Source: an optimization exercise on an open RTL-to-GDS flow (aim: small area). Production flows keep margins and buffers that such runs may drop. In this exercise RTL edits were held to simulation tests only and were not proved equivalent to the original. Power is estimated from default activity; no workload was simulated.

## Act3_RPCalculator
module Act3_RPCalculator #(parameter N_debouncer = 10) (
        input  logic        clk, resetN,
        input  logic        Enter, Undo, DisplayFormat,
        input  logic [15:0] DataIn,
        output logic [3:0]  Flags,
        output logic [7:0]  CurrentState,
        output logic [6:0]  Segments,
        output logic [4:0]  Anodes
    );
==> flow/config.mk <==
export PLATFORM = sky130hd
export DESIGN_NAME = Act3_RPCalculator
export DESIGN_NICKNAME = Act3_RPCalculator
export VERILOG_FILES = /design/flow/design.v
export SDC_FILE = /design/flow/constraint.sdc
export NUM_CORES = 4
export LEC_CHECK = 0
export ABC_AREA = 1
export CAP_MARGIN = 20
export CORE_MARGIN = 2
export CORE_UTILIZATION = 60
export SLEW_MARGIN = 20
==> flow/constraint.sdc <==
create_clock -name core_clock -period 7.0 [get_ports {clk}]
set_input_delay 1.4000 -clock core_clock [delete_from_list [all_inputs] [get_ports {clk}]]
set_output_delay 1.4000 -clock core_clock [all_outputs]
set_load 0.01 [all_outputs]
standard.sh (not shown) runs the stock make flow with config.mk's settings and CLKGATE_MAP_FILE= SYNTH_SCRIPT=/design/flow/synth_recipe.tcl, a recipe that flattens the netlist after the stock synthesis.
==> flow/flow/run.sh <==
#!/bin/bash
# Own layout flow: the standard flow, with the combinational logic of the
# standard synthesis re-mapped by an area-oriented ABC script (no adder cells,
# no buffers on pass-through wires),
# and the smallest buffer on the ports. Registers (names, count, cell types)
# are those of the standard synthesis; the flow checks this before using the
# re-mapped netlist and falls back to the standard netlist otherwise.
set -euo pipefail
W=$(pwd)
R=$W/orfs/results/$FLOW_PLATFORM/Act3_RPCalculator/base

# 1. the standard synthesis (the reference for register names)
bash standard.sh synth > $W/std_synth.log 2>&1
cp $R/1_2_yosys.v $W/std_1_2_yosys.v

# 2. the same synthesis script with another ABC script and no adder mapping
rm -rf $W/own_scripts $W/own
cp -r $FLOW_HOME/scripts $W/own_scripts
cp $W/flow/abc_area.script $W/own_scripts/abc_area.script
make -C $FLOW_HOME DESIGN_CONFIG=$W/config.mk WORK_HOME=$W/own CLKGATE_MAP_FILE= \
    SYNTH_SCRIPT=$W/synth_recipe.tcl SCRIPTS_DIR=$W/own_scripts ABC_AREA=1 ADDER_MAP_FILE= SYNTH_INSBUF=0 \
    synth > $W/own_synth.log 2>&1 || true
OWN=$W/own/results/$FLOW_PLATFORM/Act3_RPCalculator/base/1_2_yosys.v

# 3. use it only if it has exactly the standard synthesis's registers
if [[ -f $OWN ]] && python3 $W/flow/check_regs.py $W/std_1_2_yosys.v $OWN > $W/check_regs.log 2>&1; then
    cp $OWN $R/1_2_yosys.v
    echo "using the re-mapped netlist" >> $W/check_regs.log
else
    echo "using the standard netlist" >> $W/check_regs.log
fi
rm -f $R/1_synth.odb $R/1_synth.sdc

# 4. the rest of the standard flow
# clock tree and port buffer settings
source $W/flow/knobs.sh
bash standard.sh "BUFFER_PORTS_ARGS=-buffer_cell $PORT_BUF" "CTS_ARGS=$CTS" $EXTRA finish > $W/std_layout.log 2>&1
==> flow/flow/knobs.sh <==
# settings for run.sh
PORT_BUF=sky130_fd_sc_hd__buf_1
# clock tree: small buffers and no dummy loads
CTS="-sink_clustering_enable -repair_clock_nets -dont_use_dummy_load"
CTS="$CTS -buf_list {sky130_fd_sc_hd__clkbuf_4} -root_buf sky130_fd_sc_hd__clkbuf_4"
CTS="$CTS -sink_clustering_size 16 -sink_clustering_max_diameter 60"
EXTRA=""
Other scripts of this flow, unchanged in this note and not shown: flow/flow/abc_area.script, flow/flow/check_regs.py
The starting point finished with timing, DRC and antenna clean.
Then changed:
--- a/flow/flow/knobs.sh
+++ b/flow/flow/knobs.sh
@@ -5 +5 @@
-CTS="$CTS -buf_list {sky130_fd_sc_hd__clkbuf_4} -root_buf sky130_fd_sc_hd__clkbuf_4"
+CTS="$CTS -buf_list {sky130_fd_sc_hd__clkbuf_4} -root_buf sky130_fd_sc_hd__clkbuf_8"
Effect: Sequential share of layout area is about the same. Routed wire length goes up slightly. Worst setup slack hardly moves. Area after synthesis is unchanged. Utilization hardly moves. Cell area barely changes. First-iteration DRC count came out lower slightly.
Then changed:
- CAP_MARGIN: 20 -> 0
- SLEW_MARGIN: 20 -> 0
- The changed run went through all stages and came out clean
- core utilization stays the same
- clock skew does not change
- final area does not change
- combinational power is about the same
- setup slack is unchanged
- final cell count stays the same
- sequential share of layout area does not change
- first-iteration DRC count is unchanged
- clock power barely changes

Act3_RPCalculator, a different RTL version from the one above (not shown whole).
Size in the first run: roughly 45 I/O pins, about 0.0061 mm² of cells after synthesis.
export LEC_CHECK = 0
export ABC_AREA = 1
export CAP_MARGIN = 20
export CORE_MARGIN = 2
export CORE_UTILIZATION = 60
export SLEW_MARGIN = 20
create_clock -name core_clock -period 7.0 [get_ports {clk}]
==> flow/flow/run.sh <==
#!/bin/bash
# Own layout flow: the standard flow, with the combinational logic of the
# standard synthesis re-mapped by an area-oriented ABC script (no adder cells),
# and the smallest buffer on the ports. Registers (names, count, cell types)
# are those of the standard synthesis; the flow checks this before using the
# re-mapped netlist and falls back to the standard netlist otherwise.
set -euo pipefail
W=$(pwd)
R=$W/orfs/results/$FLOW_PLATFORM/Act3_RPCalculator/base

# 1. the standard synthesis (the reference for register names)
bash standard.sh synth > $W/std_synth.log 2>&1
cp $R/1_2_yosys.v $W/std_1_2_yosys.v

# 2. the same synthesis script with another ABC script and no adder mapping
rm -rf $W/own_scripts $W/own
cp -r $FLOW_HOME/scripts $W/own_scripts
cp $W/flow/abc_area.script $W/own_scripts/abc_area.script
make -C $FLOW_HOME DESIGN_CONFIG=$W/config.mk WORK_HOME=$W/own CLKGATE_MAP_FILE= \
    SYNTH_SCRIPT=$W/synth_recipe.tcl SCRIPTS_DIR=$W/own_scripts ABC_AREA=1 ADDER_MAP_FILE= \
    synth > $W/own_synth.log 2>&1 || true
OWN=$W/own/results/$FLOW_PLATFORM/Act3_RPCalculator/base/1_2_yosys.v

# 3. use it only if it has exactly the standard synthesis's registers
if [[ -f $OWN ]] && python3 $W/flow/check_regs.py $W/std_1_2_yosys.v $OWN > $W/check_regs.log 2>&1; then
    cp $OWN $R/1_2_yosys.v
    echo "using the re-mapped netlist" >> $W/check_regs.log
else
    echo "using the standard netlist" >> $W/check_regs.log
fi
rm -f $R/1_synth.odb $R/1_synth.sdc

# 4. the rest of the standard flow
# clock tree: small buffers and no dummy loads
CTS="-sink_clustering_enable -repair_clock_nets -dont_use_dummy_load"
CTS="$CTS -buf_list {sky130_fd_sc_hd__clkbuf_4 sky130_fd_sc_hd__clkbuf_8}"
CTS="$CTS -sink_clustering_size 16 -sink_clustering_max_diameter 60"
bash standard.sh "BUFFER_PORTS_ARGS=-buffer_cell sky130_fd_sc_hd__buf_1" "CTS_ARGS=$CTS" finish > $W/std_layout.log 2>&1
Other scripts of this flow, unchanged in this note and not shown: flow/flow/abc_area.script, flow/flow/check_regs.py
==> next run, changes <==
--- a/flow/flow/run.sh
+++ b/flow/flow/run.sh
@@ -34,5 +34 @@
-# clock tree: small buffers and no dummy loads
-CTS="-sink_clustering_enable -repair_clock_nets -dont_use_dummy_load"
-CTS="$CTS -buf_list {sky130_fd_sc_hd__clkbuf_4 sky130_fd_sc_hd__clkbuf_8}"
-CTS="$CTS -sink_clustering_size 16 -sink_clustering_max_diameter 60"
-bash standard.sh "BUFFER_PORTS_ARGS=-buffer_cell sky130_fd_sc_hd__buf_1" "CTS_ARGS=$CTS" finish > $W/std_layout.log 2>&1
+bash standard.sh "BUFFER_PORTS_ARGS=-buffer_cell sky130_fd_sc_hd__buf_1" finish > $W/std_layout.log 2>&1
- CTS_BUF_LIST: unset -> sky130_fd_sc_hd__clkbuf_2 sky130_fd_sc_hd__clkbuf_4 sky130_fd_sc_hd__clkbuf_8
- CTS_CLUSTER_DIAMETER: unset -> 50
- CTS_CLUSTER_SIZE: unset -> 20
The changed run completed without violations.
Via count hardly moves.
Wire length came out higher slightly.
Sequential power stays flat.
Count of clock-buffer cells in the layout rose by 3.
Worst setup slack degrades by 0.023 ns.
Cell count grows slightly.
Global-route usage grows by 0.40 points.
==> next run, changes <==
- CTS_BUF_LIST: sky130_fd_sc_hd__clkbuf_2 sky130_fd_sc_hd__clkbuf_4 sky130_fd_sc_hd__clkbuf_8 -> sky130_fd_sc_hd__clkbuf_8
- CTS_CLUSTER_DIAMETER: 50 -> 100
- CTS_CLUSTER_SIZE: 20 -> 30
Result: The changed run completed without violations; design area is about the same; via count stays flat; setup slack is better by 0.0067 ns; cell count stays the same.

static timing again, ports no longer ideal:
No port has a modelled driver above. Below, the same layouts with a new extraction and two added sets of constraints. Step 1: set_driving_cell puts a clkbuf_16 on clk and a buf_2 on each other input, an assumption about the parent block. Step 2 also shifts input and output timing later by t, the mid clock arrival at the registers, as if the neighbouring blocks saw the same clock. Slacks: no drivers / after step 1 / after step 2; pairs: no drivers / after step 1.
run | shift t [ns] | setup WS [ns] | worst hold slack (ns)
the first run of note 1 | 0.536 | 0.906 / 0.906 / 0.906 | 0.342 / 0.342 / 0.342
the second run of note 1 | 0.440 | 0.906 / 0.906 / 0.906 | 0.341 / 0.341 / 0.341
the third run of note 1 | 0.440 | 0.906 / 0.906 / 0.906 | 0.341 / 0.341 / 0.341
the first run of note 2 | 0.447 | 0.977 / 0.976 / 0.977 | 0.343 / 0.343 / 0.343
the second run of note 2 | 0.456 | 0.954 / 0.929 / 0.954 | 0.346 / 0.346 / 0.346
the third run of note 2 | 0.455 | 0.961 / 0.958 / 0.961 | 0.346 / 0.346 / 0.346
After both steps every run listed still meets setup and hold.
